Context: an optimization exercise on an open-source flow, tuned for small area and a short achievable clock period. The choices shown serve that exercise and are no tape-out recipe.
In this exercise RTL edits were held to simulation tests only and were not proved equivalent to the original.

==> job 9920 <==
## mul32
module mul32 (
    input  wire         clk,
    input  wire [31:0]  A,
    input  wire [31:0]  B,
    output wire [63:0]  C
);
Settings: LEC_CHECK=0, CAP_MARGIN=20, CORE_MARGIN=2, CORE_UTILIZATION=60, SETUP_SLACK_MARGIN=5, SLEW_MARGIN=20, SYNTH_HIERARCHICAL=1; clock period 10.5 ns.
standard.sh (not shown) runs the stock make flow with config.mk's settings and CLKGATE_MAP_FILE= SYNTH_SCRIPT=/design/flow/synth_recipe.tcl, a recipe that flattens the netlist after the stock synthesis.
==> flow/flow/run.sh <==
#!/bin/bash
# The standard layout, with plain buffers (buf_2) on the ports instead of the
# delay-cell buffers ORFS picks by default. Everything else is the standard flow's flow.
set -euo pipefail
bash standard.sh "BUFFER_PORTS_ARGS=-buffer_cell sky130_fd_sc_hd__buf_2" finish > standard_flow.log 2>&1
==> inputs of job 186, as changes to job 9920 <==
CORE_UTILIZATION = 70   (was 60)
==> qor.txt <==
Area Overhead vs Synth - 4.26%
Status - finished clean
# fillers - 2765
Die width - 198 um
Hold path cells - 2
Most frequent cells in the layout - xnor2_1 (427), a22o_1 (308), a221oi_1 (299)
Crit path max fanout - 11
Grt met1 use - 60.7%
Bufs and invs on worst path - 0
Via Count - 24300
Register-to-register setup slack - 5.10 ns
That was job 186.
==> qor.txt <==
Register-to-register setup slack - 5.06 ns
Crit path max fanout - 34
Bufs and invs on worst path - 3
Die width - 214 um
CTS Buffer Depth - 2
Via Count - 23300
Hold path cells - 4
Area Overhead vs Synth - 4.76%
# fillers - 3653
Status - finished clean
Synth top area share - 21.2%
Grt met1 use - 54.3%
That was job 9920.

* * *

==> build 78 <==
Starting RTL as in the previous note.
// mul32
module mul32 (
    input  wire         clk,
    input  wire [31:0]  A,
    input  wire [31:0]  B,
    output wire [63:0]  C
);
==> flow/config.mk <==
export PLATFORM = sky130hd
export DESIGN_NAME = mul32
export DESIGN_NICKNAME = mul32
export VERILOG_FILES = /design/flow/design.v
export SDC_FILE = /design/flow/constraint.sdc
export NUM_CORES = 4
export LEC_CHECK = 0
export CAP_MARGIN = 20
export CORE_MARGIN = 2
export CORE_UTILIZATION = 40
export SETUP_SLACK_MARGIN = 5
export SLEW_MARGIN = 20
export SYNTH_HIERARCHICAL = 1
==> flow/constraint.sdc <==
create_clock -name core_clock -period 10.5 [get_ports {clk}]
set_input_delay 2.1000 -clock core_clock [delete_from_list [all_inputs] [get_ports {clk}]]
set_output_delay 2.1000 -clock core_clock [all_outputs]
set_load 0.01 [all_outputs]
Scripts as last shown in full above: flow/flow/run.sh
==> trial 15 (differences from build 78) <==
==> flow/run.sh (new file) <==
#!/bin/bash
# synth_recipe.tcl (not shown) runs the flow's synth.tcl, then flattens the netlist and writes it again
# the make line also repeats each setting of config.mk as NAME=value (left out here)
make -C /OpenROAD-flow-scripts/flow DESIGN_CONFIG=/design/flow/config.mk WORK_HOME=/design/flow/orfs CLKGATE_MAP_FILE= SYNTH_SCRIPT=/design/flow/synth_recipe.tcl finish
removed: flow/flow/run.sh
removed: flow/standard.sh
==> out/metrics.cfg <==
[critical_path]
critPathKind = register to output port

[global_routing]
global_route.usage.met1_pct = 35.98

[sta]
tightestPinTransition_ps = 997.9
worst_case_headroom_to_the_max_slew_limit_pct = 33.38
achievable-frequency_mhz = 189.6

[drt]
vias_post_dr = 23160
met3_wirelength_mm = 9.838

[placed_design]
dpl_ws_ps = 5130

[layout]
areaGrowthSynthToFinish_pct = 8.773
multi_input_area_share_pct = 72.37

[status]
outcome = finished clean

# the run above: trial 15

==> out/metrics.cfg <==
[status]
outcome = finished clean

[global_routing]
global_route.usage.met1_pct = 36.10
grt_first_pass_wirelength_mm = 140.6

[layout]
multi_input_area_share_pct = 73.98
multi_input_comb_cells = 2111
areaGrowthSynthToFinish_pct = 6.315

[critical_path]
timing.critical_path.slowest_stage_cell = sky130_fd_sc_hd__dfxtp_1
critPathMaxStageDelay_ps = 850
setup.worst_path.end = g[2]
critPathKind = register to register

[placed_design]
dp.cells = 3495

[drt]
met3_wirelength_mm = 9.794
drcViolationCount = 0
vias_post_dr = 23050
maxUsedRoutingLayer = met4

[sta]
tightestPinTransition_ps = 1006
achievable-frequency_mhz = 189.2
worst_case_headroom_to_the_max_slew_limit_pct = 32.92

# the run above: build 78

[re-timing with driven ports]
In the flow no input, the clock included, has a driving cell. The finished layouts below were timed again as built, in two steps.
Step 1, drivers: a clkbuf_16 drives clk and a buf_2 each remaining input, both assumed.
Step 2 adds t to the input delays and takes it off the output delays; t is the mean of the earliest and latest rising clock arrival at the registers after step 1. Input paths then give back, and output paths get back, about the clock's delay inside the block.
Three values: ideal ports, drivers, drivers and shift; two values: the first two.
run | shift t [ns] | setup WS [ns] | hold slack, ns | slew at the worst register clock pin (ns)
job 9920 | 0.554 | 5.058 / 5.058 / 5.058 | 0.910 / 0.910 / 0.910 | 0.10 / 0.10
job 186 | 0.555 | 5.103 / 5.090 / 5.103 | 0.742 / 0.742 / 0.742 | 0.09 / 0.09
build 78 | 0.573 | 5.215 / 5.209 / 5.215 | 0.882 / 0.882 / 0.882 | 0.09 / 0.09
trial 15 | 0.573 | 5.226 / 5.165 / 5.237 | 0.862 / 0.862 / 0.862 | 0.09 / 0.09
After both steps setup and hold are still met in every run listed.
